This design comes from an exercise in tuning for small area on the open sky130 flow, not from production work.
The RTL was checked by simulation tests, not by an equivalence proof against the original design.
Power figures rest on the tool's default switching activity, not on a simulated workload.

## run 1
// agc_core
module agc_core(
    input wire clk,
    input wire rst,
    input wire BLKUPL_n,
    input wire BMGXM,
    input wire BMGXP,
    input wire BMGYM,
    input wire BMGYP,
    input wire BMGZM,
    input wire BMGZP,
    input wire CAURST,
    input wire CDUFAL,
    input wire CDUXM,
    input wire CDUXP,
    input wire CDUYM,
    input wire CDUYP,
    input wire CDUZM,
    input wire CDUZP,
    input wire CTLSAT,
    input wire DBLTST,
    input wire DKBSNC,
    input wire DKEND,
    input wire DKSTRT,
    input wire DOSCAL,
    input wire FLTOUT,
    input wire FREFUN,
    input wire GATEX_n,
    input wire GATEY_n,
    input wire GATEZ_n,
    input wire GCAPCL,
    input wire GUIREL,
    input wire HOLFUN,
    input wire IMUCAG,
    input wire IMUFAL,
    input wire IMUOPR,
    input wire IN3008,
    input wire IN3212,
    input wire IN3213,
    input wire IN3214,
    input wire IN3216,
    input wire IN3301,
    input wire ISSTOR,
    input wire LEMATT,
    input wire LFTOFF,
    input wire LRIN0,
    input wire LRIN1,
    input wire LRRLSC,
    input wire LVDAGD,
    input wire MAINRS,
    input wire MAMU,
    input wire MANmP,
    input wire MANmR,
    input wire MANmY,
    input wire MANpP,
    input wire MANpR,
    input wire MANpY,
    input wire MARK,
    input wire MDT01,
    input wire MDT02,
    input wire MDT03,
    input wire MDT04,
    input wire MDT05,
    input wire MDT06,
    input wire MDT07,
    input wire MDT08,
    input wire MDT09,
    input wire MDT10,
  ...
export LEC_CHECK = 0
export CAP_MARGIN = 20
export CORE_MARGIN = 2
export CORE_UTILIZATION = 45
export SLEW_MARGIN = 20
create_clock -name core_clock -period 10.0 [get_ports {clk}]
standard.sh (not shown) runs the stock make flow with config.mk's settings and CLKGATE_MAP_FILE= SYNTH_SCRIPT=/design/flow/synth_recipe.tcl, a recipe that flattens the netlist after the stock synthesis.
==> flow/flow/run.sh <==
#!/bin/bash
# Own layout flow: the standard flow (standard.sh, unchanged synthesis),
# with two placement/CTS arguments changed:
#  - port buffers use the smallest buffer (buf_1) instead of the default pick;
#  - clock tree synthesis without dummy loads, with the clustering settings below.
# Every tool's output goes to flow.log here; ORFS keeps its per-step logs in orfs/logs.
set -euo pipefail
cd "$(dirname "$0")/.."
CTS="-sink_clustering_enable -repair_clock_nets -dont_use_dummy_load"
CTS="$CTS -buf_list sky130_fd_sc_hd__clkbuf_8 -sink_clustering_size 17 -sink_clustering_max_diameter 60"
bash standard.sh "CTS_ARGS=$CTS" "BUFFER_PORTS_ARGS=-buffer_cell sky130_fd_sc_hd__buf_1" finish > flow.log 2>&1
Run 1 completed every stage of the flow, and the final layout passed the timing, design-rule and antenna checks.
Input-level comparison between run 2 and run 1:
- ABC_AREA newly set to 1
diff --git a/flow/flow/run.sh b/flow/flow/run.sh
--- a/flow/flow/run.sh
+++ b/flow/flow/run.sh
@@ -9,3 +9,3 @@
 CTS="-sink_clustering_enable -repair_clock_nets -dont_use_dummy_load"
-CTS="$CTS -buf_list sky130_fd_sc_hd__clkbuf_8 -sink_clustering_size 17 -sink_clustering_max_diameter 60"
+CTS="$CTS -buf_list sky130_fd_sc_hd__clkbuf_8 -sink_clustering_size 14 -sink_clustering_max_diameter 50"
 bash standard.sh "CTS_ARGS=$CTS" "BUFFER_PORTS_ARGS=-buffer_cell sky130_fd_sc_hd__buf_1" finish > flow.log 2>&1
==> run summary <==
Compared with run 1, run 2 ends up with a larger final cell area.
Going from run 1 to run 2, the final worst setup slack was found to have gone up by 380 ps.
Compared with run 1, run 2 shows a higher via count.
Input-level comparison between run 3 and run 2:
- a deleted ABC_AREA that had been 1
Sequential share of layout area in run 3 vs run 2: up 0.72 points
Run 3 and run 2 ended up with roughly the same total power consumption of the routed design.
From run 2 to run 3 the numbers moved as follows: horizontal die dimension lower, number of stages on the worst setup path now sits lower.
For switching share of power, run 3 and run 2 come out practically identical.
Global-route wire length before repair deteriorates in run 3 relative to run 2.
The following lists how run 4 was set up differently from run 3:
- a change of CORE_UTILIZATION from 45 to 65
diff --git a/flow/flow/run.sh b/flow/flow/run.sh
--- a/flow/flow/run.sh
+++ b/flow/flow/run.sh
@@ -9,3 +9,3 @@
 CTS="-sink_clustering_enable -repair_clock_nets -dont_use_dummy_load"
-CTS="$CTS -buf_list sky130_fd_sc_hd__clkbuf_8 -sink_clustering_size 14 -sink_clustering_max_diameter 50"
+CTS="$CTS -buf_list sky130_fd_sc_hd__clkbuf_8 -sink_clustering_size 17 -sink_clustering_max_diameter 60"
 bash standard.sh "CTS_ARGS=$CTS" "BUFFER_PORTS_ARGS=-buffer_cell sky130_fd_sc_hd__buf_1" finish > flow.log 2>&1
==> run summary <==
- Total wire length (run 4 vs. run 3) decreases by a few percent
- Changes observed in run 4 relative to run 3: width of the die went down 17%, final cell count went down 2041, worst setup slack after layout went up 390 ps, global-route met3 utilization went up 1.8 points.
- Run 4 ends up with a area added between synthesis and finish that is 2.0 points lower than in run 3.
- Run 4 gives less total power than run 3 did.
- As far as instance count on the critical path goes, run 3 and run 4 are indistinguishable; the numbers are identical.
- Comparing biggest cell delay along the critical path for run 4 and run 3, the smaller number came from run 4.

==> separate check: timing with driven ports <==
In the flow no input, the clock included, has a driving cell. The finished layouts below were timed again as built, in two steps. Step 1: set_driving_cell puts a clkbuf_16 on clk and a buf_2 on each other input, an assumption about the parent block. Step 2 times the ports against the registers' clock, not the clock port: input delays grow and output delays shrink by t, the midpoint of the rising clock arrivals with the driver on. Slacks: ideal ports / drivers / drivers and shift; pairs: ideal ports / drivers.
run | t (ns) | setup WS [ns] | worst data-port slew with drivers (ns) | cell pins on the clock port's net
run 1 | 1.341 | 4.463 / 4.344 / 4.720 | 0.16 | 1
run 2 | 1.349 | 4.838 / 4.713 / 4.681 | 0.65 | 1
run 3 | 1.363 | 4.506 / 4.388 / 4.729 | 0.16 | 1
run 4 | 1.303 | 4.895 / 4.791 / 4.421 | 0.07 | 1
After both steps every run listed still meets setup and hold. The setup slack of run 4, which loses most, moves by -0.104 ns with the drivers and by -0.474 ns with both steps.
